This design comes from an exercise in tuning for small area on the open sky130 flow, not from production work.
No functional check of the RTL was part of any run shown here.

==> flow/design.v (outline; a module is shown in full before it is edited, if it fits) <==
// module current_filter: 1322 lines
// module cf_fa: 6 lines
// module cf_inv: 5 lines
// module cf_ha: 6 lines
module current_filter (pClk, pRst, pFilterIn, pFilterOut);
  // ...
==> flow/run.sh <==
#!/bin/bash
# synth_recipe.tcl (not shown) runs the flow's synth.tcl, then flattens the netlist and writes it again
# the make line also repeats each setting of config.mk as NAME=value (left out here)
make -C /OpenROAD-flow-scripts/flow DESIGN_CONFIG=/design/flow/config.mk WORK_HOME=/design/flow/orfs CLKGATE_MAP_FILE= SYNTH_SCRIPT=/design/flow/synth_recipe.tcl finish
==> flow/config.mk <==
export PLATFORM = sky130hd
export DESIGN_NAME = current_filter
export DESIGN_NICKNAME = current_filter
export VERILOG_FILES = /design/flow/design.v
export SDC_FILE = /design/flow/constraint.sdc
export NUM_CORES = 4
export LEC_CHECK = 0
export CAP_MARGIN = 20
export CORE_MARGIN = 2
export CORE_UTILIZATION = 80
export CTS_BUF_LIST = sky130_fd_sc_hd__clkbuf_8
export CTS_CLUSTER_DIAMETER = 45
export CTS_CLUSTER_SIZE = 24
export SLEW_MARGIN = 20
export SYNTH_HIERARCHICAL = 1
==> flow/constraint.sdc <==
create_clock -name core_clock -period 7.5 [get_ports {pClk}]
set_input_delay 1.5000 -clock core_clock [delete_from_list [all_inputs] [get_ports {pClk}]]
set_output_delay 1.5000 -clock core_clock [all_outputs]
set_load 0.01 [all_outputs]
==> summary.md, run 1 <==
| Metric | Value |
|---|---|
| Status | finished clean |
| Global routing's busiest layer | met2 |
| Number of CTS-inserted buffers | 41 |
| Synth Register Bits | 460 |
| Die Ht | 178.6 um |
| Uppermost layer routed | met4 |
| Met3 wire len | 2038 um |
| Slowest-stage cell, CP | dfxtp_1 |
| Slew HR | 0.2724 |
| WL final | 50550 um |
| Avg Synthesized Cell Area | 14.01 sq um |
| Register area share after synthesis | 0.3777 |
| CP most frequent cell | fa_1 |
| Post-Place Setup Slack | 1180 ps |
| Grt met3 use | 0.04795 |
| Post-layout util | 0.8736 |
| Vias in the first global route | 15260 |
| Fill count | 1330 |
| ClkCell Share | 0.03485 |
| Row count | between 60 and 70 |
| Most common cell after layout, fill and taps aside | fa_1 |
| Initial antenna violation count | 0 |
| Met2 routed WL | 26940 um |
| Detail Placement HPWL | 38300 um |
| Slew at the pin closest to its max-slew limit | 1091 ps |
| Die area | 31890 sq um |
==> inputs of run 2 (changes only) <==
--- a/flow/config.mk
+++ b/flow/config.mk
@@ -10,5 +10,5 @@
 export CORE_UTILIZATION = 80
-export CTS_BUF_LIST = sky130_fd_sc_hd__clkbuf_8
-export CTS_CLUSTER_DIAMETER = 45
-export CTS_CLUSTER_SIZE = 24
+export CTS_BUF_LIST = sky130_fd_sc_hd__clkbuf_16
+export CTS_CLUSTER_DIAMETER = 60
+export CTS_CLUSTER_SIZE = 32
 export SLEW_MARGIN = 20
==> run 2 against run 1 <==
Critical endpoint unchanged. Global-route usage up 3.1 points. Sequential cell count unchanged. Clock skew down 23 ps. Via count up 2.3%. Die area unchanged. First-iteration DRC count up 4.9%. Area after synthesis unchanged. Critical path depth up 1. Worst setup slack worse by 51 ps.
==> summary.md, run 2 <==
| Metric | Value |
|---|---|
| Max reg flops | 32 (unchanged) |
| # setup viols final | 0 (unchanged) |
| Vias | 12960 (was 12680) |
| Register area share after synthesis | 0.3777 (unchanged) |
| Cell Chain, Critical Path | fa_1 > fa_1 > fa_1 > fa_1 > fa_1 > fa_1 > fa_1 > ha_1 > ha_1 > fa_1 > fa_1 > ha_1 > fa_1 > fa_1 > and2_1 (was fa_1 > fa_1 > fa_1 > fa_1 > fa_1 > fa_1 > fa_1 > ha_1 > fa_1 > fa_1 > ha_1 > fa_1 > fa_1 > and2_1) |
| Mapped cell area | 24380 sq um (unchanged) |
| Avg Vias per Cell | 5.930 (was 5.733) |
| Status | finished clean (unchanged) |
| Number of synthesized flops with an enable pin | 0 (unchanged) |
| Initial Util | 0.8182 (unchanged) |
| Worst Path Max Fanout | 8 (unchanged) |
| Synthesized instance count | 1740 (unchanged) |
| Slew HR | 0.2441 (was 0.2724) |
| WP data arrival | 6860 ps (was 6790 ps) |
| First-pass GRT wire length | 88020 um (was 82100 um) |
| Port bufs | 33 (unchanged) |
| Slowest-stage cell, CP | dfxtp_1 (unchanged) |
| Top Registers | s: 32 flops, vm: 27 flops, wm: 27 flops (unchanged) |
| Global-route usage over all layers | 0.3869 (was 0.3557) |
| Final #Nets | 2408 (was 2422) |
| Post-layout util | 0.8783 (was 0.8736) |
| Avg Synthesized Cell Area | 14.01 sq um (unchanged) |
| Setup TNS | 0 ps (unchanged) |
| Htree depth | 1 (was 2) |
| CP max stage delay | 710 ps (was 820 ps) |
| Clock tree sinks | 460 (unchanged) |
| Grt ovf | 0 (unchanged) |
| Hold buffers post-CTS | 0 (unchanged) |
| Most frequent cells after synthesis | fa_1, dfxtp_1, nand2_1 (unchanged) |
| DR WL/cell | 25.45 um (was 22.86 um) |
| Clock buffer depth | 3 (unchanged) |
| Placed cells | 2138 (unchanged) |
| Vias in the first global route | 15680 (was 15260) |
| Crit path kind | flop to flop (unchanged) |
| Num ports | 34 (unchanged) |
| Clk latency of the worst-skew pair | 590 ps (was 600 ps) |
| Count leader, synth | fa_1 (unchanged) |
| Final RePlAce weighted congestion | 0.9286 (unchanged) |
| Worst-path clk slew | 110 ps (was 130 ps) |
| Critical path's top delay family | adder cells (unchanged) |
| Post-CTS repair timing setup buffer count | 0 (unchanged) |
| Synth Register Bits | 460 (unchanged) |
| Number of CTS-inserted buffers | 27 (was 41) |
| Initial antenna violation count | 0 (unchanged) |
| Root Buffer Master | clkbuf_16 (was clkbuf_8) |
| Nature of the critical path endpoint | flop (unchanged) |
| WHS | 381.1 ps (was 363.6 ps) |
| Post-route DRC | 0 (unchanged) |
| Post_cts resized | 0 (unchanged) |
| Largest cells by area after synthesis | fa_1, dfxtp_1, and2_1 (unchanged) |
| Yosys top cell area share | 0.4746 (unchanged) |
| Most common cell after layout, fill and taps aside | fa_1 (unchanged) |
| Die area | 31890 sq um (unchanged) |
| Routed Antenna Nets | 0 (unchanged) |
| CP most frequent cell | fa_1 (unchanged) |
| Hold crit path type | flop to flop (unchanged) |
| Detail Placement HPWL | 38300 um (unchanged) |
| Max Freq | 0.1566 GHz (was 0.1579 GHz) |
| Core Area | 29800 sq um (unchanged) |
| WL final | 55630 um (was 50550 um) |
| Non-filler cells, final | 2186 (was 2211) |
| CP startpoint kind | flop (unchanged) |
| RSZ-0062 raised after global routing | false (unchanged) |
| Die Width | 178.6 um (unchanged) |
| Slew at the pin closest to its max-slew limit | 1134 ps (was 1091 ps) |
| Share of cells above drive strength 1 | 0.08185 (was 0.09171) |
| Commonest cells after routing, fill and taps aside | fa_1, dfxtp_1, nand2_1 (unchanged) |
| Predominant post-synthesis flop cell | dfxtp_1 (unchanged) |
| Drt first pass iters | 5 (unchanged) |
| Total of max-cap violations | 0 (unchanged) |
| Area grow syn2layout | 7.355% (was 6.770%) |
| Buf/Inv on CP | 0 (unchanged) |
| CTS tree | done (unchanged) |
| Row count | 63 (unchanged) |
| Top reg by flops | s (unchanged) |
| Number of DRC markers in iteration 0 | 832 (was 793) |
| Synth area leader | fa_1 (unchanged) |
| Pin count of the biggest net entering global routing | 109 (unchanged) |
| Ys Warns | 7 (unchanged) |
| Async SR Flop Fraction | 0 (unchanged) |
| Worst Clk Skew | 24.29 ps (was 46.86 ps) |
| Final period util | 0.8513 (was 0.8445) |
| Slew Viols, Final | 0 (unchanged) |
| Ant diodes | 0 (unchanged) |
| Critical Path RT | 7980 ps (was 7960 ps) |
| Final Hold Viols | 0 (unchanged) |
| Die Ht | 178.6 um (unchanged) |
| Tmin final | 6385 ps (was 6334 ps) |
| Count of cell types in the netlist | 24 (unchanged) |
==> run 2: path summary, 6_finish.rpt <==
check | startpoint | to | slack (ps) | cells past startpoint
hold / removal | r7[3]$_DFF_P_ | r8[3]$_DFF_P_ | 380 | 1
setup reg to reg | r2[11]$_DFF_P_ | s[23]$_DFF_P_ | 1120 | 15
hold reg to reg | r7[3]$_DFF_P_ | r8[3]$_DFF_P_ | 380 | 1
setup / recovery | r2[11]$_DFF_P_ | s[23]$_DFF_P_ | 1120 | 15
==> run 2: per-module statistics from Yosys (local to each module, per instance) <==
| module | flip-flops and latches | copies in the design | cells | area, sq um |
|---|---|---|---|---|
| cf_fa | 0 | 578 | 1 | 20.02 |
| current_filter | 460 | 1 | 1127 | 12380 |
| cf_inv | 0 | 1 | 1 | 3.754 |
| cf_ha | 0 | 34 | 1 | 12.51 |
==> run 2: cells by family after synthesis <==
logic type	synth area share
simple gates	0.09572
buf+inv	0.02643
other cells	0.0003081
flops	0.3777
fa+ha+maj	0.4926
compound gates	0.001437
xor+xnor	0.005749
==> run 2: final cells by class <==
cell class / count / area (sq um)
repair buffers: 43 / 406.6
flip-flops and latches: 460 / 9209
fillers: 1242 / 3625
inverters: 115 / 436.7
multi-input cells: 1130 / 14580
clock inverters: 21 / 374.1
well taps: 390 / 488.0
clock buffers: 27 / 675.6
==> run 2: through the flow <==
| step | cell area (sq um) | setup slack (ps) |
|---|---|---|
| final | 26170 | 1115 |
| after global placement | 25120 | 1274 |
| after floorplan | 24430 | 1523 |
| after global routing | 26170 | 898.4 |
| after CTS | 26170 | 1082 |
| after detailed placement | 25120 | 1180 |
==> run 2: layer usage <==
metal	GRT usage	wire [um]	vias to the layer above	part of all wire
met3	0.05520	2437	264	0.044
met4	0.2564	4587	0	0.082
li1	-	-	5226	-
met5	0	0	-	0
met2	0.6734	29700	526	0.53
met1	0.4512	18910	6946	0.34

## port drivers added, routing unchanged
The flow's constraints put no driver on any port. The routed layouts listed below were extracted and timed again, unchanged, in two steps. Step 1 (the two cells are an assumption about what drives the block):
set clk [get_ports {pClk}]
set_driving_cell -lib_cell sky130_fd_sc_hd__clkbuf_16 $clk
set_driving_cell -lib_cell sky130_fd_sc_hd__buf_2 [delete_from_list [all_inputs] $clk]
Step 2 adds t to the input delays and takes it off the output delays; t is the mean of the earliest and latest rising clock arrival at the registers after step 1. Input paths then give back, and output paths get back, about the clock's delay inside the block. a / b / c = ideal ports / drivers / drivers and shift; a / b = the first two.
run | t (ns) | setup slack, ns | hold WS [ns] | slew at the worst register clock pin (ns) | worst slew at a driven data input, ns
run 1 | 0.627 | 1.166 / 1.166 / 1.124 | 0.364 / 0.364 / 0.364 | 0.13 / 0.13 | 0.05
run 2 | 0.639 | 1.115 / 1.115 / 1.047 | 0.381 / 0.381 / 0.381 | 0.11 / 0.11 | 0.05
After both steps every run listed still meets setup and hold. The setup slack of run 2, which loses most, moves by 0.000 ns with the drivers and by -0.068 ns with both steps.
